Source: an optimization exercise on an open RTL-to-GDS flow (aim: small area, a short achievable clock period and few clock cycles). Production flows keep margins and buffers that such runs may drop. At most, simulation tests tie the RTL to the original design; equivalence was not proved. For runs 1, 5 and 6, only the layout was checked, not whether the RTL still works. Power is estimated from default activity; no workload was simulated.

[design.v]
`default_nettype none
module alu (
    input wire clk,
    input wire reset,
    input wire enable,
    input wire [3:0] op,
    input wire [15:0] ra,
    input wire [15:0] rb,
    output logic [15:0] out,
    output logic busy
);
    localparam logic [3:0] ALU_ADD = 4'd0, ALU_SUB = 4'd1, ALU_MUL = 4'd2, ALU_DIV = 4'd3,
                           ALU_MOD = 4'd4, ALU_SHL = 4'd5, ALU_SHR = 4'd6, ALU_AND = 4'd7,
                           ALU_OR  = 4'd8, ALU_XOR = 4'd9, ALU_NOR = 4'd10, ALU_POPCNT = 4'd11,
                           ALU_CLZ = 4'd12, ALU_CTZ = 4'd13, ALU_XXX = 4'd14, ALU_CMP = 4'd15;
    localparam logic [1:0] O_SUM = 2'd0, O_LOGIC = 2'd1, O_CMP = 2'd2;
    logic [15:0] x, y;
    logic        cin;
    logic [1:0]  omode;
    logic [3:0]  tt;        
    logic        mul;       
    logic        quo;       
    logic        first;     
    logic [3:0]  cnt;       
    logic        nbit;      
    logic [3:0]  mdig;      
    wire [16:0] sum = {1'b0, x} + {1'b0, y} + {16'b0, cin};
    logic [15:0] lu;
    always_comb
        for (int i = 0; i < 16; i++)
            lu[i] = tt[{x[i], y[i]}];
    wire        eq = &(x ^ y);
    wire        ge = sum[16];
    always_comb begin
        case (omode)
            O_LOGIC: out = lu;
            O_CMP:   out = {13'b0, ge && !eq, eq, !ge};
            default: out = sum[15:0];
        endcase
    end
    function automatic [4:0] clz16(input [15:0] v);
        logic [3:0] c;
        logic [15:0] t;
        begin
            t = v;
            c = 4'd0;
            if (t[15:8] == 8'b0) begin c[3] = 1'b1; t = t << 8; end
            if (t[15:12] == 4'b0) begin c[2] = 1'b1; t = t << 4; end
            if (t[15:14] == 2'b0) begin c[1] = 1'b1; t = t << 2; end
            if (t[15] == 1'b0) c[0] = 1'b1;
            clz16 = (v == 16'b0) ? 5'd16 : {1'b0, c};
        end
    endfunction
    function automatic [3:0] clz8(input [7:0] v);
        logic [2:0] c;
        logic [7:0] t;
        begin
            t = v;
            c = 3'd0;
            if (t[7:4] == 4'b0) begin c[2] = 1'b1; t = t << 4; end
            if (t[7:6] == 2'b0) begin c[1] = 1'b1; t = t << 2; end
            if (t[7] == 1'b0) c[0] = 1'b1;
            clz8 = (v == 8'b0) ? 4'd8 : {1'b0, c};
        end
    endfunction
    function automatic [3:0] popcnt8(input [7:0] v);
        logic [1:0] p2 [4];
        logic [2:0] p4 [2];
        begin
            for (int k = 0; k < 4; k++) p2[k] = {1'b0, v[2*k]} + {1'b0, v[2*k+1]};
            for (int k = 0; k < 2; k++) p4[k] = {1'b0, p2[2*k]} + {1'b0, p2[2*k+1]};
            popcnt8 = {1'b0, p4[0]} + {1'b0, p4[1]};
        end
    endfunction
    function automatic [7:0] rev8(input [7:0] v);
        for (int k = 0; k < 8; k++)
            rev8[k] = v[7 - k];
    endfunction
    wire       hi_zero = (ra[15:8] == 8'b0);
    wire       lo_zero = (ra[7:0] == 8'b0);
    wire [3:0] clz_hi = clz8(ra[15:8]);
    wire [3:0] clz_lo = clz8(ra[7:0]);
    wire [3:0] ctz_lo = clz8(rev8(ra[7:0]));
    wire [3:0] ctz_hi = clz8(rev8(ra[15:8]));
    function automatic [15:0] rev16(input [15:0] v);
        for (int k = 0; k < 16; k++)
            rev16[k] = v[15 - k];
    endfunction
    wire        shl = !busy && (op == ALU_SHL);
    wire [4:0]  shamt = busy ? {1'b0, cnt} + 5'd1 : {|rb[15:4], rb[3:0]};
    wire [15:0] sh_in = shl ? rev16(ra) : ra;
    wire [15:0] sh_r = shamt[4] ? 16'b0 : (sh_in >> shamt[3:0]);
    wire [15:0] sh_out = shl ? rev16(sh_r) : sh_r;
    wire [4:0] clz_a = clz16(ra);
    wire [4:0] clz_b = clz16(rb);
    wire [5:0] nm1 = {1'b0, clz_b} - {1'b0, clz_a};
    wire div_run = !nm1[5] && !clz_b[4];
    wire [16:0] rem2 = {y, nbit};
    wire [16:0] trial = rem2 - {1'b0, rb};
    wire        qbit = !trial[16];
    wire [15:0] rem_next = qbit ? trial[15:0] : rem2[15:0];
    wire [1:0]  dsel = busy ? cnt[1:0] : 2'd0;
    wire [3:0]  digit = busy ? mdig : rb[3:0];
    wire [15:0] mcand = ra << {dsel, 2'b00};
    wire [15:0] pp0 = mcand & {16{digit[0]}};
    wire [15:0] pp1 = (mcand << 1) & {16{digit[1]}};
    wire [15:0] pp2 = (mcand << 2) & {16{digit[2]}};
    wire [15:0] pp3 = (mcand << 3) & {16{digit[3]}};
    wire [15:0] ax = busy ? x : 16'b0;
    wire [15:0] ay = busy ? y : 16'b0;
    wire [15:0] s1 = ax ^ ay ^ pp0;
    wire [15:0] c1 = ((ax & ay) | (ax & pp0) | (ay & pp0)) << 1;
    wire [15:0] s2 = pp1 ^ pp2 ^ pp3;
    wire [15:0] c2 = ((pp1 & pp2) | (pp1 & pp3) | (pp2 & pp3)) << 1;
    wire [15:0] s3 = s1 ^ c1 ^ s2;
    wire [15:0] c3 = ((s1 & c1) | (s1 & s2) | (c1 & s2)) << 1;
    wire [15:0] s4 = s3 ^ c3 ^ c2;
    wire [15:0] c4 = ((s3 & c3) | (s3 & c2) | (c3 & c2)) << 1;
    wire        mul_more = (dsel == 2'd0) ? |rb[15:4] : (dsel == 2'd1) ? |rb[15:8] :
                           (dsel == 2'd2) ? |rb[15:12] : 1'b0;
    logic [15:0] xv, yv;
    logic [1:0]  mv;
    logic [3:0]  tv;
    always_comb begin
        xv = ra;
        yv = rb;
        mv = O_SUM;
        tv = 4'b0000;
        case (op)
            ALU_SUB: yv = ~rb;
            ALU_MUL: begin xv = s4; yv = c4; end
            ALU_DIV: begin xv = {16{rb == 16'b0}}; yv = ra; mv = O_LOGIC; tv = 4'b1100; end
            ALU_MOD: begin xv = {16{rb == 16'b0}}; yv = ra; mv = O_LOGIC; tv = 4'b1010; end
            ALU_SHL, ALU_SHR: begin xv = sh_out; mv = O_LOGIC; tv = 4'b1100; end
            ALU_AND: begin mv = O_LOGIC; tv = 4'b1000; end
            ALU_OR:  begin mv = O_LOGIC; tv = 4'b1110; end
            ALU_XOR: begin mv = O_LOGIC; tv = 4'b0110; end
            ALU_NOR: begin mv = O_LOGIC; tv = 4'b0001; end
            ALU_POPCNT: begin xv = {12'b0, popcnt8(ra[7:0])}; yv = {12'b0, popcnt8(ra[15:8])}; end
            ALU_CLZ: begin xv = {12'b0, clz_hi}; yv = {12'b0, hi_zero ? clz_lo : 4'd0}; end
            ALU_CTZ: begin xv = {12'b0, ctz_lo}; yv = {12'b0, lo_zero ? ctz_hi : 4'd0}; end
            ALU_CMP: begin yv = ~rb; mv = O_CMP; end
            default: ;
        endcase
    end
    always_ff @(posedge clk) begin
        if (reset) begin
            omode <= O_LOGIC;
            busy <= 1'b0;
        end else if (busy) begin
            if (mul) begin
                x <= s4;
                y <= c4;
                if (!mul_more) busy <= 1'b0;
            end else if (first) begin
                y <= sh_r;
            end else begin
                x <= {x[14:0], qbit};
                y <= rem_next;
                if (cnt == 4'd0) busy <= 1'b0;
            end
        end else if (enable && op != ALU_XXX) begin
            x <= xv;
            y <= yv;
            cin <= (op == ALU_SUB) || (op == ALU_CMP);
            omode <= mv;
            busy <= ((op == ALU_DIV || op == ALU_MOD) && div_run) || ((op == ALU_MUL) && mul_more);
        end
    end
    always_ff @(posedge clk) begin
        if (busy) begin
            if (mul) cnt <= cnt + 4'd1;
            else if (!first) cnt <= cnt - 4'd1;
            mdig <= rb[4*(cnt[1:0] + 2'd1) +: 4];
            first <= 1'b0;
            nbit <= first ? ra[cnt] : ra[cnt - 4'd1];
        end else if (enable && (op == ALU_DIV || op == ALU_MOD)) begin
            cnt <= nm1[3:0];
            mul <= 1'b0;
            quo <= (op == ALU_DIV);
            first <= div_run;
        end else if (enable && op == ALU_MUL) begin
            cnt <= 4'd1;
            mdig <= rb[7:4];
            mul <= 1'b1;
        end
        if (reset) tt <= 4'b0000;
        else if (!busy && enable && op != ALU_XXX) tt <= tv;
    end
endmodule
[flow/run.sh]
#!/bin/bash
# The standard layout, with plain buffers (buf_4) on the ports instead of the
# delay cells buffer_ports picks by default.
set -euo pipefail
export BUFFER_PORTS_ARGS="-buffer_cell sky130_fd_sc_hd__buf_4"
bash standard.sh > standard_flow.log 2>&1
[standard.sh]
#!/bin/bash
# synth_recipe.tcl (not shown) runs the flow's synth.tcl, then flattens the netlist and writes it again
# the make line also repeats each setting of config.mk as NAME=value (left out here)
make -C /OpenROAD-flow-scripts/flow DESIGN_CONFIG=/design/flow/config.mk WORK_HOME=/design/flow/orfs CLKGATE_MAP_FILE= SYNTH_SCRIPT=/design/flow/synth_recipe.tcl "${@:-finish}"
[config.mk]
export PLATFORM = sky130hd
export DESIGN_NAME = alu
export DESIGN_NICKNAME = alu
export VERILOG_FILES = /design/flow/design.v
export SDC_FILE = /design/flow/constraint.sdc
export NUM_CORES = 4
export LEC_CHECK = 0
export CAP_MARGIN = 20
export CORE_MARGIN = 2
export CORE_UTILIZATION = 60
export SETUP_SLACK_MARGIN = 4.0
export SLEW_MARGIN = 20
[constraint.sdc]
create_clock -name core_clock -period 9.0 [get_ports {clk}]
set_input_delay 1.8000 -clock core_clock [delete_from_list [all_inputs] [get_ports {clk}]]
set_output_delay 1.8000 -clock core_clock [all_outputs]
set_load 0.01 [all_outputs]
==> results.ini, run 1 <==
[clock_tree]
h-tree-depth = 2
cts_tree = done
cts_root_buf = clkbuf_16
cts.sinks = 51
cts-buffers-inserted = 5
hold_buffers = 0
clockBufferDepth = 2
clk_pin_slew_worst_paths_ns = 0.07
insertion_delay_ns = 0.31

[finish]
ff_latch_area_sq_um = 1455
multi_input_area_sq_um = 8538
diodes = 0
post-route-util = 0.6631
fillerInstances = 1518
final_nets = 1462
drive_gt1_frac = 0.1637
syn_to_final_growth_pct = 7.604
layout_commonest_cell = inv_1
layout_common_cells = 124 x inv_1, 119 x nand2_1, 110 x nor2_1

[timing]
relSlewSlack = 0.2791
final_max_slew_viol_count = 0
setup_slack_ns = 3.955
setup_viol = 0
fin_crit_ns = 5.045
finalCritPeriodShare = 0.5605
tns_ns = 0
hold_viol = 0
worst_pin_slew_ns = 1.077
fmax_ghz = 0.1982
rsz0062_at_grt = yes
worst_clock_skew_ns = 0.002423
holdWs_ns = 0.5639

[place]
portBuffers = 55
dp_slack_ns = 3.519
gp_congestion = 1.087
hpwl_mm = 29.83

[flow_run]
maxCapViolations = 0

[grt]
antenna_found_initial = 1
grt_pass1_wl_mm = 59.89
track_usage = 0.4275
grt_overflow = 0
grt_max_degree = 66
first_global_vias = 10179

[logic_synthesis]
synth_cell_types = 88
netlist_area_sq_um = 10700
postSynthAreaPerCell_sq_um = 8.102
ys.flop_type = edfxtp_1
ys_seq_area_frac = 0.1357
mappedNetlistNets = 1476
async_reset_ff_frac = 0
synth_edf_count = 43
synth_seq_cells = 51
synthCells = 1320
ys_warn_count = 5

[setup_path]
critPathMostFrequentCell = mux2i_1
cp-end-kind = flip-flop
cp-start-kind = input port
arrival_ns = 5.12
crit_chain = buf_4 -> and2b_1 -> a21oi_4 -> mux4_2 -> mux2i_1 -> mux2i_1 -> a21oi_1 -> o221ai_1 -> a22o_1
worstPathRequired_ns = 9.08
cpLargestDelayFamily = compound AO/OA/AOI/OAI gates
max_stage_delay_ns = 0.62
crit_slowest_cell = mux2i_1
path_class = input port to flip-flop
cp_num_buf_inv = 1
path_max_fanout = 18

[outcome]
status = finished clean

[detailed_routing]
vias = 10941
dr.pass1.iters = 8
drtIter0Drc = 1572
detail_route.wl_per_cell_um = 26.00
via_per_inst = 7.142
detail_route.drc_violations = 0
antenna_left = 0
routed_wl_mm = 39.83

[power_and_ir_drop]
peakVddDrop_mv = 0.09674
power.density_nw_per_um2 = 114.7
p_leak_nw = 4.569

[die]
row_count = 48
ios = 56
start_util = 0.6162
die-height_um = 137.5
dieArea_sq_um = 18910
core-area_sq_um = 17360
dieWidth_um = 137.5

[worst_hold_path]
hold_class = flip-flop to flip-flop

[through the flow]
step           power (mW)  std cells  area [sq um]
6_report            1.320       1532         11510
5_1_grt             1.395       1532         11510
4_1_cts             1.278       1528         11320
3_5_place_dp        1.075       1518         11110
3_3_place_gp        1.064       1518         11110
2_1_floorplan      0.8535       1320         10700
[layout make-up]
| class | instances | share of cell area |
|---|---|---|
| clock buffer | 7 | 0.01152 |
| inverter | 131 | 0.04371 |
| tap | 225 | 0.02446 |
| multi-input combinational | 1043 | 0.7419 |
| sequential | 51 | 0.1264 |
| clock inverter | 1 | 0.0004349 |
| timing repair buffer | 74 | 0.05153 |
[Yosys cell counts (all sizes together) (19+ instances only)]
cell type  number  area [sq um]
a21oi          98         501.7
a22oi          26         195.2
and2           38         237.7
buf            31         157.7
clkbuf         64         240.2
edfxtp         43          1291
fa             65          1301
ha             52         650.6
inv           129         484.2
mux2i          21         235.2
mux4           38         855.8
nand2         124         478.0
nand3          34         170.2
nor2          115         434.2
nor3           27         135.1
o21ai          73         365.4
o22ai          19         118.9
xnor2          24         210.2
xor2           19         166.4
[worst register-to-register path: stages, from the launching register on]
cell      delay [ns]
edfxtp_1        0.32
buf_4           0.21
clkinv_1        0.36
nor2_1          0.77
a22oi_1         0.16
nor2_1          0.23
a21oi_1         0.11
or2_2           0.33
fa_1            0.47
fa_1            0.54
inv_1           0.05
fa_1            0.40
a21oi_1         0.13
o21ai_0         0.10
a221o_1         0.26
o21ai_0         0.08
a31oi_1         0.06
[final timing paths]
kind | start | to | slack, ns | cells after the start
hold reg to reg | omode[1]$_SDFFE_PP0P_ | omode[1]$_SDFFE_PP0P_ | 0.56 | 2
hold / removal | omode[1]$_SDFFE_PP0P_ | omode[1]$_SDFFE_PP0P_ | 0.56 | 2
setup / recovery | rb[1] | x[15]$_DFFE_PP_ | 3.96 | 9
setup reg to reg | cnt[0]$_DFFE_PP_ | y[9]$_DFFE_PP_ | 4.12 | 16
[logic make-up after synthesis]
logic type / after synthesis / synth area share
AOI/OAI and AO/OA: 394 / 0.2557
xor gates and xnor gates: 44 / 0.03732
adders and majority gates: 117 / 0.1825
buffers and inverters: 226 / 0.08318
DFF: 51 / 0.1357
muxes: 75 / 0.1189
and+or+nand+nor: 413 / 0.1867
[timing repair]
item | 4_1_cts | 5_1_grt
pin swaps | 0 | 15
resized for setup | 17 | 47
setup buffers | 2 | 4
setup endpoints to repair | 14 | 26
[where the power goes]
| part | switching (mW) | internal (mW) |
|---|---|---|
| Clock | 0.0967 | 0.103 |
| Combinational | 0.469 | 0.336 |
| Sequential | 0.0348 | 0.280 |
[layer usage]
| layer | vias to the layer above | wire length [um] | GRT usage |
|---|---|---|---|
| met1 | 5256 | 15360 | 0.5599 |
| met5 | - | 0 | 0 |
| met2 | 759 | 17350 | 0.6528 |
| met4 | 0 | 1547 | 0.1604 |
| met3 | 127 | 5579 | 0.1479 |
| li1 | 4799 | - | - |
[sequential cells by signal, summed over array words and instances, names as in the netlist]
signal,count
x,16
y,16
cnt,4
mdig,4
tt,4
omode,2
busy,1
cin,1
first,1
mul,1
nbit,1
==> inputs of run 2 (changes only) <==
--- a/design.v
+++ b/design.v
@@ -26,3 +26,4 @@
     logic [3:0]  mdig;      
-    wire [16:0] sum = {1'b0, x} + {1'b0, y} + {16'b0, cin};
+    wire [17:0] sum2 = {1'b0, x, 1'b1} + {1'b0, y, cin};
+    wire [16:0] sum = sum2[17:1];
     logic [15:0] lu;
@@ -30,3 +31,4 @@
         for (int i = 0; i < 16; i++)
-            lu[i] = tt[{x[i], y[i]}];
+            lu[i] = (tt[3] & x[i] & y[i]) | (tt[2] & x[i] & ~y[i]) |
+                    (tt[1] & ~x[i] & y[i]) | (tt[0] & ~x[i] & ~y[i]);
     wire        eq = &(x ^ y);
--- a/config.mk
+++ b/config.mk
@@ -10,3 +10,3 @@
 export CORE_UTILIZATION = 60
-export SETUP_SLACK_MARGIN = 4.0
+export SETUP_SLACK_MARGIN = 4.2
 export SLEW_MARGIN = 20
==> run 2 against run 1 <==
- still clean on timing, DRC and antenna
- first-iteration DRC count is 0.83% higher
- synthesized cell count rose by 1.6%
- maximum frequency is essentially flat
- area after synthesis down 4.2%
- highest routed layer unchanged
- via count rose by 3.3%
- count of clock-buffer cells in the layout is 1 lower
- power grew 3.1%
- critical path type unchanged
- non-clock buffer count increased by 40
==> results.ini, run 2 <==
[outcome]
status = finished clean  ; unchanged

[detailed_routing]
drtIter0Drc = 1585  ; was 1572
vias = 11298  ; was 10941
detail_route.wl_per_cell_um = 25.38  ; was 26.00 um
routed_wl_mm = 40.53  ; was 39.83 mm
antenna_left = 0  ; unchanged
detail_route.drc_violations = 0  ; unchanged
dr.pass1.iters = 9  ; was 8
via_per_inst = 7.075  ; was 7.142

[power_and_ir_drop]
power.density_nw_per_um2 = 115.7  ; was 114.7 nW/um^2
peakVddDrop_mv = 0.08473  ; was 0.09674 mV
p_leak_nw = 4.790  ; was 4.569 nW

[grt]
grt_pass1_wl_mm = 60.47  ; was 59.89 mm
grt_use_met3 = 0.1441  ; was 0.1479
grtUsageMet2 = 0.6582  ; was 0.6528
antenna_found_initial = 0  ; was 1
track_usage = 0.4416  ; was 0.4275
grt_overflow = 0  ; unchanged
grt_max_degree = 68  ; was 66
top_usage_layer = met2  ; unchanged
first_global_vias = 10535  ; was 10179
met1_usage = 0.5761  ; was 0.5599

[setup_path]
cp-start-kind = input port  ; unchanged
r2r_setup_slack_ns = 4.29  ; was 4.12 ns
crit_path_end = y[13]$_DFFE_PP_  ; was x[15]$_DFFE_PP_
reg2regPathDepth = 14  ; was 16
cp-startpoint = ra[8]  ; was rb[1]
path_class = input port to flip-flop  ; unchanged
r2r_start = cnt[1]$_DFFE_PP_  ; was cnt[0]$_DFFE_PP_
cp-end-kind = flip-flop  ; unchanged
arrival_ns = 5.09  ; was 5.12 ns
path_max_fanout = 4  ; was 18
r2r_end = y[15]$_DFFE_PP_  ; was y[9]$_DFFE_PP_
worstPathRequired_ns = 9.05  ; was 9.08 ns

[finish]
layout_commonest_cell = nand2_1  ; was inv_1
drive_gt1_frac = 0.1874  ; was 0.1637
post-route-util = 0.7067  ; was 0.6631
top_regs = x (16), y (16)  ; unchanged
layout_common_cells = 130 x nand2_1, 127 x nor2_1, 118 x inv_1  ; was 124 x inv_1, 119 x nand2_1, 110 x nor2_1
syn_to_final_growth_pct = 14.73  ; was 7.604%
final_cells = 1597  ; was 1532
final_nets = 1531  ; was 1462
diodes = 0  ; unchanged
fillerInstances = 1427  ; was 1518

[logic_synthesis]
ys_seq_area_frac = 0.1416  ; was 0.1357
synth_edf_count = 43  ; unchanged
synth_seq_cells = 51  ; unchanged
ys_warn_count = 5  ; unchanged
synth.top_cell.area_share = 0.1260  ; was 0.1217
postSynthAreaPerCell_sq_um = 7.644  ; was 8.102 sq um
async_reset_ff_frac = 0  ; unchanged
mappedNetlistNets = 1496  ; was 1476
synthCells = 1341  ; was 1320
yosys-top-cells-area = edfxtp_1 13%, fa_1 12%, ha_1 6.3%  ; was fa_1 12%, edfxtp_1 12%, mux4_2 8.0%
synth_most_common_cell = nand2_1  ; was inv_1
netlist_area_sq_um = 10250  ; was 10700 sq um
yosysTopAreaCell = edfxtp_1  ; was fa_1
ys.flop_type = edfxtp_1  ; unchanged
synth_common_cells = 134 x nand2_1, 133 x nor2_1, 129 x inv_1, 113 x a21oi_1, 79 x o21ai_0  ; was 128 x inv_1, 121 x nand2_1, 114 x nor2_1, 97 x a21oi_1, 66 x o21ai_0
synth_cell_types = 76  ; was 88

[timing]
final_max_slew_viol_count = 0  ; unchanged
holdWs_ns = 0.5609  ; was 0.5639 ns
finalCritPeriodShare = 0.5601  ; was 0.5605
worst_pin_slew_ns = 1.093  ; was 1.077 ns
hold_viol = 0  ; unchanged
tns_ns = 0  ; unchanged
fmax_ghz = 0.1984  ; was 0.1982 GHz
relSlewSlack = 0.2672  ; was 0.2791
worst_clock_skew_ns = 0.01333  ; was 0.002423 ns
setup_viol = 0  ; unchanged
setup_slack_ns = 3.959  ; was 3.955 ns
fin_crit_ns = 5.041  ; was 5.045 ns
rsz0062_at_grt = yes  ; unchanged

[die]
start_util = 0.6160  ; was 0.6162
core-area_sq_um = 16640  ; was 17360 sq um
ios = 56  ; unchanged
dieWidth_um = 134.7  ; was 137.5 um
row_count = 47  ; was 48
die-height_um = 134.7  ; was 137.5 um
dieArea_sq_um = 18150  ; was 18910 sq um

[clock_tree]
clockBufferDepth = 2  ; unchanged
insertion_delay_ns = 0.32  ; was 0.31 ns
cts_tree = done  ; unchanged
cts.sinks = 51  ; unchanged
clk_pin_slew_worst_paths_ns = 0.08  ; was 0.07 ns
cts_root_buf = clkbuf_16  ; unchanged
h-tree-depth = 2  ; unchanged
cts-buffers-inserted = 5  ; unchanged

[place]
dp.cells = 1543  ; was 1518
dp_slack_ns = 3.360  ; was 3.519 ns
hpwl_mm = 30.21  ; was 29.83 mm
portBuffers = 55  ; unchanged
gp_congestion = 1.100  ; was 1.087

[flow_run]
maxCapViolations = 0  ; unchanged

[worst_hold_path]
hold_class = flip-flop to flip-flop  ; unchanged
worst_hold_startpoint = omode[1]$_SDFFE_PP0P_  ; unchanged

run 2: changes by cell type after synthesis, moves of 7 or more:
cell      change
a21o_1        +9
a21oi_1      +16
a221oi_1     +17
a22o_1       -10
clkbuf_1      -8
mux2_2       -12
mux2i_1      +10
mux4_2       -18
nand2_1      +13
nor2_1       +19
o21ai_0      +13
o221a_2      -11
o22ai_1       -7
o31ai_1      +12
run 2: power by group:
group	leakage (nW)	switching (mW)	internal (mW)
combinational	4.25	0.485	0.349
sequential	0.472	0.0422	0.281
clock	0.0669	0.101	0.103
total	4.79	0.628	0.733
run 2: repair_timing:
| action | in CTS | in global routing |
|---|---|---|
| pin swaps | 11 | 33 |
| hold buffers | 0 | 0 |
| setup endpoints to repair | 40 | 38 |
| gates resized for setup | 61 | 69 |
| gates cloned | 0 | 1 |
| setup buffers | 11 | 34 |
run 2: per-layer routing:
metal,part of all wire,vias to the layer above
li1,-,4898
met1,0.36,5230
met2,0.42,961
met3,0.16,209
met4,0.061,0
met5,0,-
run 2: final cells by class:
class | instances | area [sq um] | share of cell area
clock buffer | 6 | 128.9 | 0.01096
clock inverter | 2 | 12.51 | 0.001064
inverter | 131 | 514.2 | 0.04372
multi-input combinational | 1073 | 8412 | 0.7152
sequential | 51 | 1455 | 0.1237
tap | 220 | 275.3 | 0.02340
timing repair buffer | 114 | 963.4 | 0.08191
run 2: worst min-delay path by stage:
stage / endpoint / cells past startpoint
6_report: omode[1]$_SDFFE_PP0P_ / 2
5_1_grt: omode[1]$_SDFFE_PP0P_ / 2
4_1_cts: omode[1]$_SDFFE_PP0P_ / 2
3_5_place_dp: omode[1]$_SDFFE_PP0P_ / 2
3_3_place_gp: omode[1]$_SDFFE_PP0P_ / 2
2_1_floorplan: omode[1]$_SDFFE_PP0P_ / 2
run 2: kinds of logic (layout without fill, tap and decap cells):
kind of cell / count (synthesis) / after routing / synth area share
xor gates and xnor gates: 50 / 51 / 0.04406
buffers and inverters: 218 / 253 / 0.08385
DFF: 51 / 51 / 0.1416
and+or+nand+nor: 435 / 435 / 0.1952
adders and majority gates: 116 / 116 / 0.1885
muxes: 54 / 54 / 0.07811
AOI/OAI and AO/OA: 417 / 417 / 0.2688
run 2: worst max-delay path, cell delays in order:
cell and delay [ns]:
buf_12 0.11, inv_1 0.15, o211ai_1 0.12, o21ai_2 0.11, a22oi_2 0.12, and2_4 0.17
fa_1 0.54, inv_1 0.07, fa_1 0.54, inv_1 0.06, fa_2 0.36, nor2_1 0.12
o21ai_0 0.09, o211ai_1 0.16, o21ai_1 0.11, a22o_1 0.20, a21oi_2 0.16, o311ai_1 0.11
run 2: through the flow:
stage | instance area [sq um] | power, mW
floorplan | 10320 | 0.8366
detailed placement | 10750 | 1.064
global placement | 10750 | 1.051
CTS | 11190 | 1.285
finish | 11760 | 1.361
global route | 11760 | 1.433
Testbench counts of run 2, summed over its fixed seeds: cycles 17,393.
==> inputs of run 3 (changes only) <==
--- a/config.mk
+++ b/config.mk
@@ -10,3 +10,3 @@
 export CORE_UTILIZATION = 60
-export SETUP_SLACK_MARGIN = 4.2
+export SETUP_SLACK_MARGIN = 4.6
 export SLEW_MARGIN = 20
==> run 3 against run 2 <==
- first-iteration DRC count increased by 8.6%
- critical path type unchanged
- critical endpoint is now y[11]$_DFFE_PP_
- non-clock buffer count increased by 82
- maximum frequency is 0.32% higher
- highest routed layer unchanged
==> results.ini, run 3 <==
[die]
row_count = 47  ; unchanged
core-area_sq_um = 16640  ; unchanged
ios = 56  ; unchanged
dieArea_sq_um = 18150  ; unchanged
die-height_um = 134.7  ; unchanged
dieWidth_um = 134.7  ; unchanged
start_util = 0.6160  ; unchanged

[logic_synthesis]
ys_warn_count = 5  ; unchanged
synth_seq_cells = 51  ; unchanged
synthCells = 1341  ; unchanged
async_reset_ff_frac = 0  ; unchanged
synth_cell_types = 76  ; unchanged
postSynthAreaPerCell_sq_um = 7.644  ; unchanged
synth.top_cell.area_share = 0.1260  ; unchanged
netlist_area_sq_um = 10250  ; unchanged
ys_seq_area_frac = 0.1416  ; unchanged
yosysTopAreaCell = edfxtp_1  ; unchanged
yosys-top-cells-area = edfxtp_1 13%, fa_1 12%, ha_1 6.3%  ; unchanged
synth_most_common_cell = nand2_1  ; unchanged
synth_edf_count = 43  ; unchanged
synth_common_cells = 134 x nand2_1, 133 x nor2_1, 129 x inv_1, 113 x a21oi_1, 79 x o21ai_0  ; unchanged
mappedNetlistNets = 1496  ; unchanged
ys.flop_type = edfxtp_1  ; unchanged

[grt]
met1_usage = 0.5992  ; was 0.5761
grt_pass1_wl_mm = 66.97  ; was 60.47 mm
grt_overflow = 0  ; unchanged
grt_max_degree = 92  ; was 68
top_usage_layer = met2  ; unchanged
track_usage = 0.4912  ; was 0.4416
grtUsageMet2 = 0.7394  ; was 0.6582
antenna_found_initial = 0  ; unchanged
grt_use_met3 = 0.2001  ; was 0.1441
first_global_vias = 11509  ; was 10535

[setup_path]
crit_path_end = y[11]$_DFFE_PP_  ; was y[13]$_DFFE_PP_
worstPathRequired_ns = 9.04  ; was 9.05 ns
cp-end-kind = flip-flop  ; unchanged
reg2regPathDepth = 17  ; was 14
cp-start-kind = input port  ; unchanged
path_class = input port to flip-flop  ; unchanged
r2r_start = cnt[0]$_DFFE_PP_  ; was cnt[1]$_DFFE_PP_
cp-startpoint = ra[8]  ; unchanged
r2r_setup_slack_ns = 4.11  ; was 4.29 ns
r2r_end = y[13]$_DFFE_PP_  ; was y[15]$_DFFE_PP_
path_max_fanout = 4  ; unchanged
arrival_ns = 5.07  ; was 5.09 ns

[finish]
top_regs = x (16), y (16)  ; unchanged
final_nets = 1612  ; was 1531
layout_common_cells = 154 x buf_4, 117 x nand2_1, 116 x nor2_1  ; was 130 x nand2_1, 127 x nor2_1, 118 x inv_1
layout_commonest_cell = buf_4  ; was nand2_1
multi_input_area_sq_um = 9019  ; was 8412 sq um
fillerInstances = 1165  ; was 1427
syn_to_final_growth_pct = 29.52  ; was 14.73%
final_cells = 1679  ; was 1597
final_area_sq_um = 13280  ; was 11760 sq um
drive_gt1_frac = 0.3176  ; was 0.1874
ff_latch_area_sq_um = 1455  ; unchanged

[place]
dp_slack_ns = 3.581  ; was 3.360 ns
portBuffers = 55  ; unchanged
hpwl_mm = 30.53  ; was 30.21 mm
gp_congestion = 1.079  ; was 1.100
dp.cells = 1546  ; was 1543
placed_area_sq_um = 11070  ; was 10750 sq um

[detailed_routing]
antenna_left = 0  ; unchanged
detail_route.drc_violations = 0  ; unchanged
routed_wl_mm = 45.38  ; was 40.53 mm
dr.pass1.iters = 8  ; was 9
detail_route.wl_per_cell_um = 27.03  ; was 25.38 um
via_per_inst = 7.192  ; was 7.075
vias = 12076  ; was 11298
drtIter0Drc = 1722  ; was 1585

[timing]
rsz0062_at_grt = yes  ; unchanged
final_max_slew_viol_count = 0  ; unchanged
worst_clock_skew_ns = 0.01029  ; was 0.01333 ns
fin_crit_ns = 5.025  ; was 5.041 ns
fmax_ghz = 0.1990  ; was 0.1984 GHz
holdWs_ns = 0.5600  ; was 0.5609 ns
relSlewSlack = 0.2622  ; was 0.2672
worst_pin_slew_ns = 1.103  ; was 1.093 ns
finalCritPeriodShare = 0.5584  ; was 0.5601
tns_ns = 0  ; unchanged
setup_slack_ns = 3.975  ; was 3.959 ns
setup_viol = 0  ; unchanged
hold_viol = 0  ; unchanged

[outcome]
status = finished clean  ; unchanged

[worst_hold_path]
worst_hold_startpoint = omode[1]$_SDFFE_PP0P_  ; unchanged
hold_class = flip-flop to flip-flop  ; unchanged

[clock_tree]
hold_buffers = 0  ; unchanged
h-tree-depth = 2  ; unchanged
cts.sinks = 51  ; unchanged
cts_root_buf = clkbuf_16  ; unchanged
cts_tree = done  ; unchanged
clk_pin_slew_worst_paths_ns = 0.08  ; about the same
insertion_delay_ns = 0.32  ; about the same
clockBufferDepth = 2  ; unchanged
cts-buffers-inserted = 5  ; unchanged

[flow_run]
maxCapViolations = 0  ; unchanged

[power_and_ir_drop]
peakVddDrop_mv = 0.08183  ; was 0.08473 mV
p_leak_nw = 5.444  ; was 4.790 nW
power_frac_clock = 0.151  ; was 0.150
intPower_mw = 0.8665  ; was 0.7330 mW
sequentialPowerShare = 0.202  ; was 0.238
power_frac_comb = 0.647  ; was 0.613
swShare = 0.4493  ; was 0.4613
power.density_nw_per_um2 = 118.5  ; was 115.7 nW/um^2
switchingPower_mw = 0.7069  ; was 0.6278 mW

[run 3: changes by cell type in the layout (fill, tap and decap cells not counted), moves of 13 or more]
| cell | change |
|---|---|
| nand2_1 | -13 |
| buf_6 | +18 |
| inv_1 | -24 |
| buf_4 | +54 |
| a221oi_2 | +14 |
| a21oi_2 | +13 |
| a21oi_1 | -15 |
| a221oi_1 | -14 |
| o21ai_0 | -18 |
| inv_2 | +21 |
[run 3: layout make-up]
cell class              instances  area share
repair buffers                196      0.1364
diodes                          1   0.0001885
flip-flops and latches         51      0.1096
clock buffers                   8     0.01348
inverters                     131     0.04033
well taps                     220     0.02073
multi-input cells            1072      0.6792
[run 3: power by group through the flow]
stage	Sequential, mW	Clock (mW)	Combinational (mW)
3_3_place_gp	0.323	0	0.754
3_5_place_dp	0.323	0	0.767
5_1_grt	0.319	0.239	1.08
2_1_floorplan	0.300	0	0.570
4_1_cts	0.314	0.233	0.907
6_report	0.319	0.238	1.02
[run 3: cells by family after synthesis]
group,count (synthesis),share of synthesized area
xor+xnor,50,0.04406
simple gates,435,0.1952
flops,51,0.1416
fa+ha+maj,116,0.1885
mux,54,0.07811
compound gates,417,0.2688
buf+inv,218,0.08385
[run 3: through the flow]
stage | total power [mW] | util
2_1_floorplan | 0.8694 | -
3_3_place_gp | 1.076 | 0.6654
3_5_place_dp | 1.090 | 0.6654
4_1_cts | 1.454 | 0.7675
5_1_grt | 1.635 | 0.7977
6_report | 1.573 | 0.7978
[run 3: metal layers]
layer  vias to the layer above  routed length [um]
met3                       277                7189
met4                         0                3176
met2                      1029               19190
met5                         -                   0
li1                       5079                   -
met1                      5691               15820
[run 3: what timing repair did]
action,CTS,global route
setup endpoints to repair,47,46
gates resized for setup,173,92
setup buffers,99,23
pin swaps,111,92
cloned,2,0
[run 3: worst min path at each step]
| stage | endpoint | slack, ns | cells after the start |
|---|---|---|---|
| finish | omode[1]$_SDFFE_PP0P_ | 0.56 | 2 |
| global route | omode[1]$_SDFFE_PP0P_ | 0.60 | 2 |
| CTS | omode[1]$_SDFFE_PP0P_ | 0.56 | 2 |
| detailed placement | omode[1]$_SDFFE_PP0P_ | 0.55 | 2 |
| global placement | omode[1]$_SDFFE_PP0P_ | 0.53 | 2 |
| floorplan | omode[1]$_SDFFE_PP0P_ | 0.51 | 2 |
[run 3: worst max-delay path, stage by stage]
cell and delay (ns):
buf_12 0.11, buf_12 0.12, buf_4 0.13, buf_6 0.10
buf_6 0.11, buf_6 0.12, a22oi_2 0.18, buf_6 0.18
nor2_4 0.05, fa_1 0.51, inv_1 0.05, fa_1 0.48
inv_1 0.06, fa_2 0.37, a22oi_2 0.19, a21oi_1 0.09
a221oi_1 0.27, o211ai_1 0.14
==> inputs of run 4 (changes only) <==
--- a/config.mk
+++ b/config.mk
@@ -10,3 +10,3 @@
 export CORE_UTILIZATION = 60
-export SETUP_SLACK_MARGIN = 4.6
+export SETUP_SLACK_MARGIN = 4.0
 export SLEW_MARGIN = 20
==> run 4 against run 3 <==
- non-clock buffer count is 111 lower
- die area unchanged
- largest power group unchanged
- first-iteration DRC count shrank 7.8%
- final cell count fell by 6.7%
- power down 15%
- area after synthesis stayed put
==> results.ini, run 4 <==
[outcome]
status = finished clean  ; unchanged

[power_and_ir_drop]
power_frac_comb = 0.600  ; was 0.647
power.density_nw_per_um2 = 118.9  ; was 118.5 nW/um^2
power_frac_clock = 0.161  ; was 0.151
p_leak_nw = 4.644  ; was 5.444 nW
swShare = 0.4700  ; was 0.4493
switchingPower_mw = 0.6282  ; was 0.7069 mW
peakVddDrop_mv = 0.08074  ; was 0.08183 mV
sequentialPowerShare = 0.238  ; was 0.202
intPower_mw = 0.7085  ; was 0.8665 mW

[grt]
antenna_found_initial = 0  ; unchanged
track_usage = 0.4546  ; was 0.4912
grt_pass1_wl_mm = 61.87  ; was 66.97 mm
grt_overflow = 0  ; unchanged
grt_max_degree = 67  ; was 92
first_global_vias = 10490  ; was 11509

[timing]
finalCritPeriodShare = 0.5565  ; was 0.5584
final_max_slew_viol_count = 0  ; unchanged
worst_clock_skew_ns = 0.01736  ; was 0.01029 ns
worst_pin_slew_ns = 1.193  ; was 1.103 ns
fin_crit_ns = 5.009  ; was 5.025 ns
rsz0062_at_grt = yes  ; unchanged
setup_viol = 0  ; unchanged
tns_ns = 0  ; unchanged
fmax_ghz = 0.1997  ; was 0.1990 GHz
hold_viol = 0  ; unchanged
relSlewSlack = 0.1963  ; was 0.2622

[die]
die-height_um = 134.7  ; unchanged
row_count = 47  ; unchanged
dieWidth_um = 134.7  ; unchanged
start_util = 0.6160  ; unchanged
core-area_sq_um = 16640  ; unchanged
ios = 56  ; unchanged
dieArea_sq_um = 18150  ; unchanged

[setup_path]
path_class = input port to flip-flop  ; unchanged
cp-startpoint = ra[1]  ; was ra[8]
arrival_ns = 5.22  ; was 5.07 ns
cp-start-kind = input port  ; unchanged
r2r_end = y[9]$_DFFE_PP_  ; was y[13]$_DFFE_PP_
r2r_setup_slack_ns = 4.12  ; was 4.11 ns
crit_chain = buf_6 -> inv_1 -> ha_1 -> and2_1 -> nand2_1 -> nand3_1 -> a221o_1 -> or2_2 -> ha_1 -> nor2b_1 -> o21ai_0 -> nand2b_1 -> a21o_1 -> a21oi_1 -> nor2_1 -> a22o_1 -> a32o_1  ; was buf_12 -> buf_12 -> buf_4 -> buf_6 -> buf_6 -> buf_6 -> a22oi_2 -> buf_6 -> nor2_4 -> fa_1 -> inv_1 -> fa_1 -> inv_1 -> fa_2 -> a22oi_2 -> a21oi_1 -> a221oi_1 -> o211ai_1
cp-end-kind = flip-flop  ; unchanged
max_stage_delay_ns = 0.37  ; was 0.51 ns
crit_path_end = busy$_SDFF_PP0_  ; was y[11]$_DFFE_PP_
r2r_start = busy$_SDFF_PP0_  ; was cnt[0]$_DFFE_PP_
worstPathRequired_ns = 9.21  ; was 9.04 ns
path_max_fanout = 13  ; was 4
crit_slowest_cell = a221o_1  ; was fa_1
critPathMostFrequentCell = ha_1  ; was buf_6
reg2regPathDepth = 15  ; was 17

[logic_synthesis]
async_reset_ff_frac = 0  ; unchanged
mappedNetlistNets = 1496  ; unchanged
synth_common_cells = 134 x nand2_1, 133 x nor2_1, 129 x inv_1, 113 x a21oi_1, 79 x o21ai_0  ; unchanged
ys_warn_count = 5  ; unchanged
netlist_area_sq_um = 10250  ; unchanged
synth_seq_cells = 51  ; unchanged
postSynthAreaPerCell_sq_um = 7.644  ; unchanged
yosysTopAreaCell = edfxtp_1  ; unchanged
yosys-top-cells-area = edfxtp_1 13%, fa_1 12%, ha_1 6.3%  ; unchanged
synth_edf_count = 43  ; unchanged
synth_cell_types = 76  ; unchanged
ys_seq_area_frac = 0.1416  ; unchanged
synthCells = 1341  ; unchanged
synth_most_common_cell = nand2_1  ; unchanged
synth.top_cell.area_share = 0.1260  ; unchanged
ys.flop_type = edfxtp_1  ; unchanged

[finish]
top_regs = x (16), y (16)  ; unchanged
syn_to_final_growth_pct = 9.691  ; was 29.52%
layout_common_cells = 133 x nand2_1, 127 x nor2_1, 126 x inv_1  ; was 154 x buf_4, 117 x nand2_1, 116 x nor2_1
diodes = 0  ; was 1
fillerInstances = 1482  ; was 1165
post-route-util = 0.6757  ; was 0.7978
ff_latch_area_sq_um = 1455  ; unchanged
final_nets = 1501  ; was 1612
final_cells = 1567  ; was 1679
drive_gt1_frac = 0.1403  ; was 0.3176
multi_input_area_sq_um = 8198  ; was 9019 sq um
layout_commonest_cell = nand2_1  ; was buf_4

[detailed_routing]
drtIter0Drc = 1587  ; was 1722
dr.pass1.iters = 8  ; unchanged
via_per_inst = 7.188  ; was 7.192
routed_wl_mm = 41.21  ; was 45.38 mm
detail_route.wl_per_cell_um = 26.30  ; was 27.03 um
detail_route.drc_violations = 0  ; unchanged
vias = 11264  ; was 12076
antenna_left = 0  ; unchanged

[clock_tree]
clockBufferDepth = 2  ; unchanged
cts.sinks = 51  ; unchanged
h-tree-depth = 2  ; unchanged
clk_pin_slew_worst_paths_ns = 0.08  ; about the same
cts_root_buf = clkbuf_16  ; unchanged
insertion_delay_ns = 0.32  ; about the same
cts-buffers-inserted = 5  ; unchanged
cts_tree = done  ; unchanged
hold_buffers = 0  ; unchanged

[flow_run]
maxCapViolations = 0  ; unchanged

[place]
portBuffers = 55  ; unchanged
dp.cells = 1542  ; was 1546
gp_congestion = 1.078  ; was 1.079
hpwl_mm = 30.73  ; was 30.53 mm

[worst_hold_path]
hold_class = flip-flop to flip-flop  ; unchanged

[run 4: cell counts after synthesis]
No cell type changed its count.
[run 4: logic make-up (layout without fill, tap and decap cells)]
family / after synthesis / after routing / synth area share
AND/OR/NAND/NOR: 435 / 435 / 0.1952
AO/OA/AOI/OAI: 417 / 417 / 0.2688
buffers and inverters: 218 / 224 / 0.08385
adder cells (fa/ha/maj): 116 / 116 / 0.1885
multiplexers: 54 / 54 / 0.07811
flip-flops: 51 / 51 / 0.1416
XOR/XNOR: 50 / 50 / 0.04406
[run 4: through the flow]
stage                     hold slack [ns]  area [sq um]  setup WS [ns]  power, mW
after floorplan                    0.5053         10250          4.002     0.8307
after global placement             0.5300         10710          3.425      1.049
after detailed placement           0.5465         10710          3.386      1.060
after CTS                          0.5608         10990          3.983      1.284
after global routing               0.6240         11240          3.848      1.405
final                              0.5530         11240          3.991      1.337
[run 4: critical path: cells and delay by family]
family / cells / cell delay, ns
AOI/OAI and AO/OA: 6 / 1.36
adders and majority gates: 2 / 0.54
buffers and inverters: 2 / 0.35
and+or+nand+nor: 7 / 1.18
[run 4: how the worst min path moves through the flow]
| stage | from | endpoint | slack (ns) | cells after the start |
|---|---|---|---|---|
| after floorplan | omode[1]$_SDFFE_PP0P_ | omode[1]$_SDFFE_PP0P_ | 0.51 | 2 |
| after global placement | omode[1]$_SDFFE_PP0P_ | omode[1]$_SDFFE_PP0P_ | 0.53 | 2 |
| after detailed placement | omode[1]$_SDFFE_PP0P_ | omode[1]$_SDFFE_PP0P_ | 0.55 | 2 |
| after CTS | omode[1]$_SDFFE_PP0P_ | omode[1]$_SDFFE_PP0P_ | 0.56 | 2 |
| after global routing | omode[0]$_SDFFE_PP1P_ | omode[0]$_SDFFE_PP1P_ | 0.62 | 2 |
| final | omode[1]$_SDFFE_PP0P_ | omode[1]$_SDFFE_PP0P_ | 0.55 | 2 |
[run 4: layer usage]
| layer | global-route usage | share of wire | vias to the layer above |
|---|---|---|---|
| li1 | - | - | 4832 |
| met1 | 0.5825 | 0.35 | 5251 |
| met2 | 0.6754 | 0.42 | 946 |
| met3 | 0.1310 | 0.14 | 235 |
| met4 | 0.2865 | 0.084 | 0 |
| met5 | 0 | 0 | - |
[run 4: final cells by class]
class | instances | area share
Inverter | 131 | 0.04418
Multi-Input combinational cell | 1072 | 0.7291
Clock inverter | 3 | 0.002003
Timing Repair Buffer | 85 | 0.05975
Sequential cell | 51 | 0.1294
Tap cell | 220 | 0.02448
Clock buffer | 5 | 0.01113
[run 4: repair_timing]
item                       in CTS  in global routing
pin swaps                       4                  9
setup endpoints to repair      21                 27
gates resized for setup        32                 45
setup buffers                   4                 12
[run 4: power by group through the flow]
stage | clock, mW | combinational [mW] | sequential (mW)
after CTS | 0.213 | 0.754 | 0.317
after detailed placement | 0 | 0.737 | 0.323
after global routing | 0.219 | 0.866 | 0.320
final | 0.215 | 0.803 | 0.319
after floorplan | 0 | 0.531 | 0.300
after global placement | 0 | 0.726 | 0.323
==> inputs of run 5 (changes only) <==
--- a/design.v
+++ b/design.v
@@ -98,3 +98,8 @@
     wire [5:0] nm1 = {1'b0, clz_b} - {1'b0, clz_a};
-    wire div_run = !nm1[5] && !clz_b[4];
+    logic [15:0] rb_above;   
+    always_comb begin
+        rb_above[15] = 1'b0;
+        for (int i = 14; i >= 0; i--) rb_above[i] = rb_above[i + 1] | rb[i + 1];
+    end
+    wire div_run = (rb != 16'b0) && |(ra & ~rb_above);
     wire [16:0] rem2 = {y, nbit};
==> run 5 against run 4 <==
- worst hold slack worse by 0.0048 ns
- maximum frequency up 0.90%
- non-clock buffer count up 3
- largest cell class unchanged
- highest routed layer is now met5
==> results.ini, run 5 <==
[timing]
holdWs_ns = 0.5482  ; was 0.5530 ns
tns_ns = 0  ; unchanged
setup_viol = 0  ; unchanged
fmax_ghz = 0.2015  ; was 0.1997 GHz
hold_viol = 0  ; unchanged
final_max_slew_viol_count = 0  ; unchanged
relSlewSlack = 0.2176  ; was 0.1963
setup_slack_ns = 4.036  ; was 3.991 ns
worst_clock_skew_ns = 0.007989  ; was 0.01736 ns
worst_pin_slew_ns = 1.166  ; was 1.193 ns
rsz0062_at_grt = yes  ; unchanged
finalCritPeriodShare = 0.5515  ; was 0.5565
fin_crit_ns = 4.964  ; was 5.009 ns

[clock_tree]
hold_buffers = 0  ; unchanged
h-tree-depth = 2  ; unchanged
cts-buffers-inserted = 5  ; unchanged
cts_tree = done  ; unchanged
insertion_delay_ns = 0.31  ; was 0.32 ns
clk_pin_slew_worst_paths_ns = 0.07  ; was 0.08 ns
cts.sinks = 51  ; unchanged
cts_root_buf = clkbuf_16  ; unchanged
clockBufferDepth = 2  ; unchanged

[finish]
final_nets = 1510  ; was 1501
syn_to_final_growth_pct = 8.485  ; was 9.691%
top_regs = x (16), y (16)  ; unchanged
post-route-util = 0.6631  ; was 0.6757
drive_gt1_frac = 0.1524  ; was 0.1403
diodes = 0  ; unchanged
final_cells = 1587  ; was 1567
layout_common_cells = 143 x nor2_1, 118 x inv_1, 101 x nand2_1  ; was 133 x nand2_1, 127 x nor2_1, 126 x inv_1
layout_commonest_cell = nor2_1  ; was nand2_1

[logic_synthesis]
synthSimpleGateAreaFrac = 0.1957  ; was 0.1952
synthCells = 1362  ; was 1341
yosys-top-cells-area = edfxtp_1 12%, fa_1 12%, ha_1 5.7%  ; was edfxtp_1 13%, fa_1 12%, ha_1 6.3%
synth_common_cells = 145 x nor2_1, 121 x inv_1, 101 x nand2_1, 87 x a21oi_1, 79 x o21ai_0  ; was 134 x nand2_1, 133 x nor2_1, 129 x inv_1, 113 x a21oi_1, 79 x o21ai_0
synth_seq_cells = 51  ; unchanged
postSynthAreaPerCell_sq_um = 8.034  ; was 7.644 sq um
synth_edf_count = 43  ; unchanged
synth.top_cell.area_share = 0.1180  ; was 0.1260
async_reset_ff_frac = 0  ; unchanged
ys_warn_count = 5  ; unchanged
ys_seq_area_frac = 0.1326  ; was 0.1416
synthMuxAreaShare = 0.1188  ; was 0.07812
synth_top_family_by_area = compound AO/OA/AOI/OAI gates  ; unchanged
synth-compound-area-share = 0.2567  ; was 0.2688
synthAdderAreaFrac = 0.1743  ; was 0.1885
yosysTopAreaCell = edfxtp_1  ; unchanged
ys.flop_type = edfxtp_1  ; unchanged
netlist_area_sq_um = 10940  ; was 10250 sq um
mappedNetlistNets = 1515  ; was 1496
synth_most_common_cell = nor2_1  ; was nand2_1
synth_xor_area_frac = 0.03659  ; was 0.04406
synth_cell_types = 93  ; was 76

[place]
portBuffers = 55  ; unchanged
dp.cells = 1561  ; was 1542
dp_slack_ns = 3.449  ; was 3.386 ns
gp_congestion = 1.017  ; was 1.078
hpwl_mm = 31.43  ; was 30.73 mm

[detailed_routing]
antenna_left = 0  ; unchanged
drtIter0Drc = 1758  ; was 1587
detail_route.wl_per_cell_um = 26.73  ; was 26.30 um
routed_wl_mm = 42.42  ; was 41.21 mm
via_per_inst = 7.218  ; was 7.188
dr.pass1.iters = 8  ; unchanged
detail_route.drc_violations = 0  ; unchanged
vias = 11455  ; was 11264

[setup_path]
worstPathRequired_ns = 9.07  ; was 9.21 ns
path_max_fanout = 9  ; was 13
reg2regPathDepth = 14  ; was 15
arrival_ns = 5.03  ; was 5.22 ns
r2r_end = x[9]$_DFFE_PP_  ; was y[9]$_DFFE_PP_
cp-start-kind = input port  ; unchanged
path_class = input port to flip-flop  ; unchanged
cp-startpoint = rb[0]  ; was ra[1]
cp-end-kind = flip-flop  ; unchanged
r2r_setup_slack_ns = 4.20  ; was 4.12 ns
crit_path_end = y[14]$_DFFE_PP_  ; was busy$_SDFF_PP0_
r2r_start = cnt[0]$_DFFE_PP_  ; was busy$_SDFF_PP0_

[power_and_ir_drop]
peakVddDrop_mv = 0.08089  ; was 0.08074 mV
p_leak_nw = 4.808  ; was 4.644 nW
power.density_nw_per_um2 = 117.2  ; was 118.9 nW/um^2

[flow_run]
maxCapViolations = 0  ; unchanged

[die]
dieWidth_um = 139.0  ; was 134.7 um
dieArea_sq_um = 19330  ; was 18150 sq um
start_util = 0.6112  ; was 0.6160
die-height_um = 139.0  ; was 134.7 um
ios = 56  ; unchanged
core-area_sq_um = 17900  ; was 16640 sq um
row_count = 49  ; was 47

[grt]
antenna_found_initial = 2  ; was 0
track_usage = 0.4297  ; was 0.4546
grt_max_degree = 83  ; was 67
first_global_vias = 10811  ; was 10490
grt_pass1_wl_mm = 63.95  ; was 61.87 mm
grt_overflow = 0  ; unchanged

[outcome]
status = finished clean  ; unchanged

[worst_hold_path]
hold_class = flip-flop to flip-flop  ; unchanged

==> run 5: worst min-delay path by stage <==
stage,to,startpoint,cells past startpoint,slack (ns)
floorplan,omode[1]$_SDFFE_PP0P_,omode[1]$_SDFFE_PP0P_,2,0.48
global placement,omode[1]$_SDFFE_PP0P_,omode[1]$_SDFFE_PP0P_,2,0.53
detailed placement,omode[1]$_SDFFE_PP0P_,omode[1]$_SDFFE_PP0P_,2,0.55
CTS,omode[1]$_SDFFE_PP0P_,omode[1]$_SDFFE_PP0P_,2,0.56
global route,omode[1]$_SDFFE_PP0P_,omode[1]$_SDFFE_PP0P_,2,0.60
finish,omode[1]$_SDFFE_PP0P_,omode[1]$_SDFFE_PP0P_,2,0.55
==> run 5: power by group <==
| part | internal [mW] | total, mW | leakage [nW] | switching [mW] |
|---|---|---|---|---|
| clock | 0.128 | 0.226 | 0.0850 | 0.0979 |
| combinational | 0.343 | 0.848 | 4.25 | 0.504 |
| sequential | 0.281 | 0.318 | 0.473 | 0.0373 |
| total | 0.751 | 1.39 | 4.81 | 0.640 |
==> run 5: routing by layer <==
layer / part of all wire / up-vias / track usage
met3: 0.14 / 197 / 0.1350
li1: - / 4985 / -
met4: 0.062 / 4 / 0.2004
met5: 0.00057 / - / 0
met1: 0.37 / 5460 / 0.5722
met2: 0.43 / 809 / 0.6401
==> run 5: metrics by stage <==
stage / area [sq um] / power [mW]
4_1_cts: 11540 / 1.339
5_1_grt: 11870 / 1.467
2_1_floorplan: 10990 / 0.8773
3_5_place_dp: 11310 / 1.108
6_report: 11870 / 1.391
3_3_place_gp: 11310 / 1.097
==> run 5: area by class of cell <==
cell class / instances / area (sq um)
clock buffer: 7 / 163.9
timing repair buffer: 88 / 709.4
fill: 1613 / 6032
sequential: 51 / 1455
inverter: 122 / 469.2
tap: 229 / 286.5
clock inverter: 1 / 5.005
multi-input combinational: 1089 / 8781
==> run 5: repair_timing <==
action	4_1_cts	5_1_grt
pin swaps	2	6
setup endpoints to repair	27	30
buffers inserted	1	15
cloned	0	1
gates resized for setup	14	43
==> run 5: kinds of logic (layout without fill, tap and decap cells) <==
logic type               Yosys count  after routing
XOR/XNOR                          42             42
AO/OA/AOI/OAI                    405            406
flip-flops                        51             51
multiplexers                      94             94
AND/OR/NAND/NOR                  433            433
adder cells (fa/ha/maj)          114            114
buffers and inverters            223            218
==> run 5: critical path, cell delays in order <==
cell and delay (ns):
buf_4 0.17, nor2b_4 0.35, a21oi_2 0.16, or2_2 0.37, fa_1 0.50, fa_1 0.49, inv_1 0.05, fa_2 0.34
a22o_1 0.23, a2111oi_4 0.22, o32ai_2 0.11, a41o_1 0.24
==> inputs of run 6 (changes only) <==
--- a/design.v
+++ b/design.v
@@ -86,11 +86,6 @@
     wire [3:0] ctz_hi = clz8(rev8(ra[15:8]));
-    function automatic [15:0] rev16(input [15:0] v);
-        for (int k = 0; k < 16; k++)
-            rev16[k] = v[15 - k];
-    endfunction
-    wire        shl = !busy && (op == ALU_SHL);
-    wire [4:0]  shamt = busy ? {1'b0, cnt} + 5'd1 : {|rb[15:4], rb[3:0]};
-    wire [15:0] sh_in = shl ? rev16(ra) : ra;
-    wire [15:0] sh_r = shamt[4] ? 16'b0 : (sh_in >> shamt[3:0]);
-    wire [15:0] sh_out = shl ? rev16(sh_r) : sh_r;
+    wire        sh_big = |rb[15:4];
+    wire [15:0] shl_v = sh_big ? 16'b0 : (ra << rb[3:0]);
+    wire [4:0]  shamt = busy ? {1'b0, cnt} + 5'd1 : {sh_big, rb[3:0]};
+    wire [15:0] sh_r = shamt[4] ? 16'b0 : (ra >> shamt[3:0]);
     wire [4:0] clz_a = clz16(ra);
@@ -98,8 +93,3 @@
     wire [5:0] nm1 = {1'b0, clz_b} - {1'b0, clz_a};
-    logic [15:0] rb_above;   
-    always_comb begin
-        rb_above[15] = 1'b0;
-        for (int i = 14; i >= 0; i--) rb_above[i] = rb_above[i + 1] | rb[i + 1];
-    end
-    wire div_run = (rb != 16'b0) && |(ra & ~rb_above);
+    wire div_run = !nm1[5] && !clz_b[4];
     wire [16:0] rem2 = {y, nbit};
@@ -140,3 +130,4 @@
             ALU_MOD: begin xv = {16{rb == 16'b0}}; yv = ra; mv = O_LOGIC; tv = 4'b1010; end
-            ALU_SHL, ALU_SHR: begin xv = sh_out; mv = O_LOGIC; tv = 4'b1100; end
+            ALU_SHL: begin xv = shl_v; mv = O_LOGIC; tv = 4'b1100; end
+            ALU_SHR: begin xv = sh_r; mv = O_LOGIC; tv = 4'b1100; end
             ALU_AND: begin mv = O_LOGIC; tv = 4'b1000; end
==> run 6 against run 5 <==
- combinational power rose by 2%
- sequential share of layout area barely moved
- final cell count rose by 0.95%
- routed wire length rose by 0.24%
- highest routed layer is now met4
==> results.ini, run 6 <==
[clock_tree]
clk_pin_slew_worst_paths_ns = 0.09  ; was 0.07 ns
cts-buffers-inserted = 5  ; unchanged
cts.sinks = 51  ; unchanged
hold_buffers = 0  ; unchanged
cts_tree = done  ; unchanged
h-tree-depth = 2  ; unchanged
insertion_delay_ns = 0.32  ; was 0.31 ns
cts_root_buf = clkbuf_16  ; unchanged
clockBufferDepth = 2  ; unchanged

[power_and_ir_drop]
switchingPower_mw = 0.6582  ; was 0.6397 mW
intPower_mw = 0.7428  ; was 0.7514 mW
swShare = 0.4698  ; was 0.4598
power.density_nw_per_um2 = 117.9  ; was 117.2 nW/um^2
power_frac_comb = 0.615  ; was 0.609
p_leak_nw = 4.905  ; was 4.808 nW
sequentialPowerShare = 0.229  ; about the same
power_frac_clock = 0.156  ; was 0.162
peakVddDrop_mv = 0.1002  ; was 0.08089 mV

[timing]
hold_viol = 0  ; unchanged
finalCritPeriodShare = 0.5577  ; was 0.5515
final_max_slew_viol_count = 0  ; unchanged
worst_clock_skew_ns = 0.01455  ; was 0.007989 ns
fmax_ghz = 0.1992  ; was 0.2015 GHz
fin_crit_ns = 5.019  ; was 4.964 ns
worst_pin_slew_ns = 1.180  ; was 1.166 ns
rsz0062_at_grt = yes  ; unchanged
setup_slack_ns = 3.981  ; was 4.036 ns
tns_ns = 0  ; unchanged
relSlewSlack = 0.2110  ; was 0.2176
setup_viol = 0  ; unchanged

[logic_synthesis]
synth_seq_cells = 51  ; unchanged
postSynthAreaPerCell_sq_um = 7.807  ; was 8.034 sq um
async_reset_ff_frac = 0  ; unchanged
synth_common_cells = 127 x inv_1, 127 x nand2_1, 112 x a21oi_1, 111 x nor2_1, 97 x o21ai_0  ; was 145 x nor2_1, 121 x inv_1, 101 x nand2_1, 87 x a21oi_1, 79 x o21ai_0
ys.flop_type = edfxtp_1  ; unchanged
synth.top_cell.area_share = 0.1212  ; was 0.1180
yosys-top-cells-area = edfxtp_1 12%, fa_1 12%, ha_1 6.1%  ; was edfxtp_1 12%, fa_1 12%, ha_1 5.7%
ys_seq_area_frac = 0.1362  ; was 0.1326
mappedNetlistNets = 1520  ; was 1515
synthCells = 1365  ; was 1362
netlist_area_sq_um = 10660  ; was 10940 sq um
synth_edf_count = 43  ; unchanged
yosysTopAreaCell = edfxtp_1  ; unchanged
ys_warn_count = 5  ; unchanged
synth_cell_types = 79  ; was 93

[setup_path]
cpLargestDelayFamily = adder cells  ; unchanged
critPathMostFrequentCell = fa_1  ; unchanged
crit_slowest_cell = fa_2  ; was fa_1
crit_chain = buf_6 -> fa_1 -> inv_2 -> fa_1 -> fa_1 -> inv_2 -> ha_4 -> inv_4 -> fa_2 -> nor3_2 -> a221oi_2 -> o211ai_1 -> a221oi_1 -> o22ai_1  ; was buf_4 -> nor2b_4 -> a21oi_2 -> or2_2 -> fa_1 -> fa_1 -> inv_1 -> fa_2 -> a22o_1 -> a2111oi_4 -> o32ai_2 -> a41o_1
arrival_ns = 5.07  ; was 5.03 ns
path_max_fanout = 18  ; was 9
cp-end-kind = flip-flop  ; unchanged
path_class = input port to flip-flop  ; unchanged
cp-start-kind = input port  ; unchanged
worstPathRequired_ns = 9.05  ; was 9.07 ns
cp_num_buf_inv = 4  ; was 2
max_stage_delay_ns = 0.57  ; was 0.50 ns

[finish]
top_regs = x (16), y (16)  ; unchanged
layout_commonest_cell = nand2_1  ; was nor2_1
final_nets = 1530  ; was 1510
layout_common_cells = 127 x nand2_1, 119 x inv_1, 106 x nor2_1  ; was 143 x nor2_1, 118 x inv_1, 101 x nand2_1
fillerInstances = 1495  ; was 1613
final_area_sq_um = 11880  ; was 11870 sq um
drive_gt1_frac = 0.1642  ; was 0.1524
syn_to_final_growth_pct = 11.48  ; was 8.485%

[detailed_routing]
antenna_left = 0  ; unchanged
routed_wl_mm = 42.52  ; was 42.42 mm
vias = 11383  ; was 11455
dr.pass1.iters = 8  ; unchanged
detail_route.wl_per_cell_um = 26.54  ; was 26.73 um
drtIter0Drc = 1629  ; was 1758
detail_route.drc_violations = 0  ; unchanged
via_per_inst = 7.105  ; was 7.218

[grt]
grt_use_met3 = 0.1085  ; was 0.1350
grt_max_degree = 48  ; was 83
grt_pass1_wl_mm = 62.58  ; was 63.95 mm
top_usage_layer = met2  ; unchanged
track_usage = 0.4515  ; was 0.4297
antenna_found_initial = 1  ; was 2
met1_usage = 0.5906  ; was 0.5722
grt_overflow = 0  ; unchanged
first_global_vias = 10448  ; was 10811
grtUsageMet2 = 0.6703  ; was 0.6401

[die]
ios = 56  ; unchanged
dieWidth_um = 137.3  ; was 139.0 um
dieArea_sq_um = 18840  ; was 19330 sq um
die-height_um = 137.3  ; was 139.0 um
row_count = 48  ; was 49
start_util = 0.6140  ; was 0.6112
core-area_sq_um = 17360  ; was 17900 sq um

[place]
gp_congestion = 1.065  ; was 1.017
portBuffers = 55  ; unchanged
dp_slack_ns = 3.270  ; was 3.449 ns
hpwl_mm = 31.59  ; was 31.43 mm
placed_area_sq_um = 11100  ; was 11310 sq um

[outcome]
status = finished clean  ; unchanged

[flow_run]
maxCapViolations = 0  ; unchanged

[worst_hold_path]
hold_class = flip-flop to flip-flop  ; unchanged

run 6: changes by cell type after synthesis, sizes merged, moves of 8 or more:
cell / change
nand2: +23
or3: +9
nor2: -35
o22ai: +20
a21oi: +26
o32ai: -8
o311a: -9
o21ai: +13
buf: -24
clkbuf: +19
xor2: -9
run 6: path summary, 6_finish.rpt:
path | start | endpoint | slack [ns] | cells past startpoint
max | ra[3] | x[1]$_DFFE_PP_ | 3.98 | 14
min | omode[1]$_SDFFE_PP0P_ | omode[1]$_SDFFE_PP0P_ | 0.56 | 2
max reg2reg | busy$_SDFF_PP0_ | x[8]$_DFFE_PP_ | 4.13 | 14
min reg2reg | omode[1]$_SDFFE_PP0P_ | omode[1]$_SDFFE_PP0P_ | 0.56 | 2
run 6: power by group through the flow:
stage,registers [mW],logic (mW),clock network (mW)
after detailed placement,0.326,0.780,0
after global placement,0.325,0.771,0
final,0.321,0.862,0.218
after global routing,0.321,0.930,0.223
after CTS,0.319,0.796,0.213
after floorplan,0.300,0.557,0
run 6: worst register-to-register path: cells and delay by family, from the launching register on:
kind	cells	cell delay, ns
adders and majority gates	3	1.52
AOI/OAI and AO/OA	6	0.94
buffers and inverters	2	0.49
and+or+nand+nor	3	0.92
DFF	1	0.75
run 6: stage by stage:
stage / total power [mW] / util / hold WS [ns] / cells
final: 1.401 / 0.6845 / 0.5586 / 1602
after global routing: 1.474 / 0.6843 / 0.6099 / 1601
after CTS: 1.328 / 0.6569 / 0.5596 / 1578
after detailed placement: 1.106 / 0.6397 / 0.5489 / 1563
after global placement: 1.097 / 0.6397 / 0.5448 / 1563
after floorplan: 0.8575 / - / 0.5054 / 1365
run 6: final cells by class:
cell class                 count  area [sq um]  area share
timing repair inverter         1         5.005   0.0004213
tap                          225         281.5     0.02370
inverter                     128         498.0     0.04192
sequential                    51          1455      0.1225
timing repair buffer          98         814.5     0.06856
clock inverter                 3         26.28    0.002212
multi-input combinational   1090          8672      0.7300
clock buffer                   5         125.1     0.01053
antenna                        1         2.502   0.0002106
run 6: cell families after synthesis:
| logic type | after synthesis | share of synthesized area |
|---|---|---|
| fa+ha+maj | 116 | 0.1813 |
| buf+inv | 224 | 0.08148 |
| compound gates | 408 | 0.2454 |
| flops | 51 | 0.1362 |
| simple gates | 425 | 0.1908 |
| xor+xnor | 40 | 0.03417 |
| mux | 101 | 0.1307 |
run 6: per-layer routing:
metal,part of all wire,routed length [um]
met4,0.076,3250
met2,0.42,17940
met3,0.14,5894
met1,0.36,15430
met5,0,0
run 6: timing repair:
item                       4_1_cts  5_1_grt
setup endpoints to repair       26       34
cloned                           0        1
pin swaps                        2       16
buffers inserted                 7       22
resized for setup               23       80

## static timing again, ports no longer ideal
The results above use ideal ports. As a check the final layouts listed here were re-extracted and re-timed, cells and wires unchanged.
Step 1 sets driving cells, clkbuf_16 on the clock port and buf_2 on the other inputs (assumed; they add their load-dependent delay and slew).
Step 2 moves the port delays by t, midway between the first and last clock arrival at a register: inputs arrive t later, outputs are due t later. That takes back most of the time a late clock gives input paths.
a / b / c = ideal / step 1 / step 2; a / b = the first two.
run	shift t [ns]	setup WS [ns]	hold WS [ns]	clock arrival spread, ns	cell pins on the clock port's net
run 1	0.361	3.955 / 3.981 / 3.619	0.564 / 0.564 / 0.564	0.003 / 0.003	1
run 2	0.361	3.959 / 3.961 / 3.600	0.561 / 0.561 / 0.561	0.013 / 0.014	1
run 3	0.358	3.975 / 3.971 / 3.613	0.560 / 0.560 / 0.560	0.010 / 0.010	1
run 4	0.353	3.991 / 3.992 / 3.638	0.553 / 0.553 / 0.553	0.017 / 0.017	1
run 5	0.354	4.036 / 4.017 / 3.698	0.548 / 0.548 / 0.548	0.008 / 0.008	1
run 6	0.359	3.981 / 3.975 / 3.615	0.559 / 0.559 / 0.559	0.015 / 0.015	1
After both steps every run listed still meets setup and hold. For run 6, which loses most, drivers alone change the setup slack by -0.006 ns; drivers and shift together by -0.366 ns.
